What follows belongs to an exercise in optimizing a design on an open flow for small area, a short achievable clock period and few clock cycles; a production flow would make more cautious choices. The RTL was checked by simulation tests, not by an equivalence proof against the original design.

==> flow/design.v (outline; a module is shown in full before it is edited, if it fits) <==
// module csa_fa: 10 lines
// module csa_ha: 9 lines
// module booth_enc: 20 lines
// module matmul2x2: 5385 lines
module matmul2x2 (
    input  logic         clk,
    input  logic         reset,
    input  logic [127:0] a,
    input  logic [127:0] b,
    output logic [255:0] c,
    output logic         ready
);
  // ...
==> flow/flow/run.sh <==
#!/bin/bash
# The standard layout (standard.sh, unchanged synthesis), except that the
# ports are buffered with plain sky130_fd_sc_hd__buf_4 cells instead of the
# delay cells ORFS picks by default.  The whole make output goes to
# flow_standard.log in this folder.
set -euo pipefail
bash standard.sh 'BUFFER_PORTS_ARGS=-buffer_cell sky130_fd_sc_hd__buf_4' finish > flow_standard.log 2>&1
==> flow/standard.sh <==
#!/bin/bash
# synth_recipe.tcl (not shown) runs the flow's synth.tcl, then flattens the netlist and writes it again
# the make line also repeats each setting of config.mk as NAME=value (left out here)
make -C /OpenROAD-flow-scripts/flow DESIGN_CONFIG=/design/flow/config.mk WORK_HOME=/design/flow/orfs CLKGATE_MAP_FILE= SYNTH_SCRIPT=/design/flow/synth_recipe.tcl "${@:-finish}"
==> flow/config.mk <==
export PLATFORM = sky130hd
export DESIGN_NAME = matmul2x2
export DESIGN_NICKNAME = matmul2x2
export VERILOG_FILES = /design/flow/design.v
export SDC_FILE = /design/flow/constraint.sdc
export NUM_CORES = 4
export LEC_CHECK = 0
export CAP_MARGIN = 20
export CORE_MARGIN = 2
export CORE_UTILIZATION = 55
export PLACE_DENSITY = 0.65
export SLEW_MARGIN = 20
export SYNTH_HIERARCHICAL = 1
export SYNTH_MINIMUM_KEEP_SIZE = 0
==> flow/constraint.sdc <==
create_clock -name core_clock -period 5.0 [get_ports {clk}]
set_input_delay 1.0000 -clock core_clock [delete_from_list [all_inputs] [get_ports {clk}]]
set_output_delay 1.0000 -clock core_clock [all_outputs]
set_load 0.01 [all_outputs]
==> flow_summary_export.csv, run 1 <==
group,metric,value,unit
clock_network,cts_setup_buffers,17,
detailed_routing,drt-wirelength-per-cell,32.2,um
clock_network,cts_sinks,518,
setup_path,cp.required,4.00,ns
placed_design,placedCellCount,13000,
sta,setup_viol,2,
final_layout,nNonClkInverters,69,
hold_path,min-delay-start,"reset",
yosys,synthAdderAreaFrac,31.4,%
sta,fin_tns_setup,-0.0739,ns
global_route,use_met2,69.3,%
setup_path,critPathTopFamily,"compound AO/OA/AOI/OAI gates",
hold_path,whs_endpoint,"pr",
clock_network,cts_buffers,72,
sta,period_share,101,%
yosys,synth_top_area_share,28.9,%
status,status,"complete, but fails checks",
status,check-failures,"negative setup slack",
detailed_routing,drcViolationCount,0,
final_layout,register_area,14800,um^2
sta,hold_slack,0.410,ns
setup_path,crit_slowest_cell,"or4_1",
run,cap_violations,0,
setup_path,cpPeakStageDelay,0.55,ns
placed_design,placed_area,116000,um^2
final_layout,clockBufferCount,94,
detailed_routing,via_per_inst,6.61,
sta,timing.final.ws_setup,-0.0391,ns
global_route,met3_usage,10.0,%
global_route,grt_pass1_vias,89900,
clock_network,clk_pin_slew,0.06,ns
clock_network,tritoncts,"done",
clock_network,insertion_delay,0.74,ns
detailed_routing,drt_iter0_markers,8655,
detailed_routing,routed-wl-met2,197000,um
setup_path,crit_cells,15,
Testbench counts, summed over its fixed seeds: cycles 1,160.
==> run 2: changes to the inputs <==
--- a/flow/config.mk
+++ b/flow/config.mk
@@ -8,6 +8,7 @@
 export CAP_MARGIN = 20
 export CORE_MARGIN = 2
-export CORE_UTILIZATION = 55
-export PLACE_DENSITY = 0.65
+export CORE_UTILIZATION = 58
+export PLACE_DENSITY = 0.68
+export SETUP_SLACK_MARGIN = 0.1
 export SLEW_MARGIN = 20
 export SYNTH_HIERARCHICAL = 1
==> run 2 against run 1 <==
Compared with the run above: still fails the layout checks on negative setup slack; synthesized cell count unchanged; sequential share of layout area down 0.22 points; critical path type unchanged; clock-buffer cell count down 4; worst setup slack worse by 0.072 ns; maximum frequency down 1.4%; first-iteration DRC count up 26%; flip-flop and latch count unchanged; global-route usage up 4.1 points.
==> flow_summary_export.csv, run 2 <==
group,metric,value,unit
status,status,"complete, but fails checks",
status,check-failures,"negative setup slack",
placed_design,dp_slack,-0.682,ns
detailed_routing,ant_nets,0,
sta,rsz0062_at_grt,"true",
clock_network,clockBufferDepth,3,
final_layout,fillers,13500,
final_layout,final_cell_mix,"mux2i_1 (2976), nand2_1 (1639), fa_1 (1379)",
yosys,async_reset_ff_share,0,%
setup_path,critical_path.startpoint_type,"flip-flop",
sta,period_share,102,%
global_route,gr-total-overflow,0,
detailed_routing,drt-pass1-iter-count,9,
global_route,grt_pass1_vias,91100,
setup_path,critPathTopFamily,"compound AO/OA/AOI/OAI gates",
final_layout,final_util,69.2,%
yosys,yosysTopAreaCell,"mux2i_1",
setup_path,crit_fanout,6,
clock_network,clk_pin_slew,0.06,ns
run,cap_violations,0,
clock_network,tritoncts,"done",
sta,slew_viol_final,0,
setup_path,arrival,4.11,ns
final_layout,multi_input_area,86800,um^2
setup_path,critical_path.cell_chain,"ha_1 -> nand2_1 -> o21ai_0 -> a2bb2oi_1 -> a31oi_1 -> a21oi_4 -> a21o_4 -> o31a_1 -> nor2_1 -> xor2_1 -> buf_4",
yosys,synth_ff_type,"edfxtp_1",
clock_network,cts_hold_buf,0,
global_route,grt_pass1_wl,632000,um
sta,period_minus_slack,5.11,ns
setup_path,cpPeakStageDelay,0.57,ns
global_route,grt_max_degree,154,
setup_path,crit_path_end_kind,"output port",
clock_network,root_buffer,"clkbuf_16",
yosys,synth_top_area_share,28.9,%
sta,fin_worst_skew,0.0365,ns
detailed_routing,route.vias.total,89500,
die,initial_core_util,58.4,%
yosys,synthTopCellsByArea,"mux2i_1 (29%), fa_1 (28%), edfxtp_1 (13%)",
yosys,synth_area_per_cell,9.99,um^2
hold_path,hold_class,"in2reg",
yosys,synthTopCellsByCount,"mux2i_1 (2976), nand2_1 (1653), fa_1 (1460)",
yosys,syn_inst,10300,
yosys,synth_cell_type_count,100,
yosys,synth_area,103000,um^2
sta,hold_slack,0.397,ns
placed_design,globalplace.congestion,1.06,
sta,hold_viol,0,
setup_path,cp.required,4.00,ns
detailed_routing,drt-wirelength-per-cell,33.7,um
die,die_w,426,um
final_layout,register_area,14800,um^2
setup_path,crit_slowest_cell,"edfxtp_1",
yosys,synth-seq-cells,518,
sta,timing.final.ws_setup,-0.111,ns
yosys,synth_most_common_cell,"mux2i_1",
setup_path,crit_buf_inv,1,
clock_network,cts_buffers,70,
sta,fin_tns_setup,-1.13,ns
die,die_area,181000,um^2
clock_network,insertion_delay,0.75,ns
global_route,antenna_found_initial,26,
global_route,track_usage,47.8,%
sta,max_freq,196,MHz
placed_design,hpwl,328000,um
sta,setup_viol,23,
yosys,ys_seq_area_share,14.3,%
die,coreArea,176000,um^2
detailed_routing,drt_iter0_markers,10900,
final_layout,area_growth,18.5,%
yosys,synthesis.nets,12300,
yosys,yosys_warnings,7,
final_layout,drive_gt1_share,20.9,%
yosys,synth_edf_count,440,
detailed_routing,wirelength,444000,um
final_layout,final_common_cell,"mux2i_1",
detailed_routing,drcViolationCount,0,
final_layout,fin_nets,12800,
clock_network,cts_sinks,518,
sta,worstMarginPinSlew,1.19,ns
clock_network,htree_levels,3,
sta,maxSlewHeadroom,20.1,%
die,io-pin-count,515,
die,die_h,426,um
detailed_routing,via_per_inst,6.79,
setup_path,critPathKind,"reg2out",
die,fp-row-count,154,
placed_design,portBuffers,514,
run 2: cell counts after synthesis:
No cell type changed its count.
run 2: layout make-up:
cell class / instances / area share [%]
inverters: 69 / 0.215
repair buffers: 1552 / 12.4
multi-input cells: 8568 / 71.0
diodes: 18 / 0.0369
flip-flops and latches: 518 / 12.1
clock buffers: 90 / 1.57
well taps: 2340 / 2.40
clock inverters: 39 / 0.321
run 2: cells by family after synthesis:
logic type	after synthesis	share of synthesized area (%)
compound gates	965	6.34
xor+xnor	357	3.04
fa+ha+maj	1716	31.4
buf+inv	1244	4.61
flops	518	14.3
mux	2983	29.0
simple gates	2545	11.3
run 2: timing repair:
item	CTS	global route
pin swaps	101	197
endpoints found under the setup margin	250	319
gates resized for setup	275	357
buffers inserted	42	52
endpoints found under the hold margin	0	0
cloned	1	1
run 2: worst paths after layout:
kind | start | to | slack (ns) | cells past startpoint
max | S1[21] | c[118] | -0.11 | 11
min | reset | pr | 0.40 | 1
max reg2reg | S3[1] | C3[38] | -0.01 | 19
min reg2reg | ph[1] | rdy | 0.53 | 2
run 2: metrics by stage:
step	area [um^2]	cells
6_report	122000	13200
5_1_grt	122000	13200
4_1_cts	120000	13100
3_5_place_dp	116000	13000
3_3_place_gp	116000	13000
2_1_floorplan	103000	10300
run 2: per-module statistics from Yosys (local to each module, per instance):
module	times used	cells
csa_fa	1456	1
csa_ha	72	1
matmul2x2	1	8512
booth_enc	48	6
run 2: metal layers:
| layer | vias up | routed length (um) | global-route usage (%) |
|---|---|---|---|
| met5 | - | 72 | 0 |
| met4 | 10 | 46600 | 41.3 |
| met3 | 1949 | 47900 | 12.3 |
| met2 | 6561 | 196000 | 72.5 |
| met1 | 44600 | 154000 | 56.7 |
| li1 | 36400 | - | - |

[what the ideal ports hide]
How much do the figures lean on ideal ports? The routed layouts below were timed once more, with nothing changed but the port constraints. Step 1, drivers: a clkbuf_16 drives clk and a buf_2 each remaining input, both assumed. Step 2 adds t to the input delays and takes it off the output delays; t is the mean of the earliest and latest rising clock arrival at the registers after step 1. Input paths then give back, and output paths get back, about the clock's delay inside the block. Slacks: no drivers / after step 1 / after step 2; pairs: no drivers / after step 1.
| run | t (ns) | setup WS [ns] | worst setup path at the end | clock arrival spread, ns | worst register clock-pin slew, ns |
|---|---|---|---|---|---|
| run 1 | 0.801 | -0.039 / -0.125 / -0.611 | input to register | 0.041 / 0.041 | 0.08 / 0.08 |
| run 2 | 0.820 | -0.111 / -0.199 / -0.716 | input to register | 0.036 / 0.037 | 0.07 / 0.07 |
The setup slack of run 2, which loses most, moves by -0.088 ns with the drivers and by -0.605 ns with both steps.
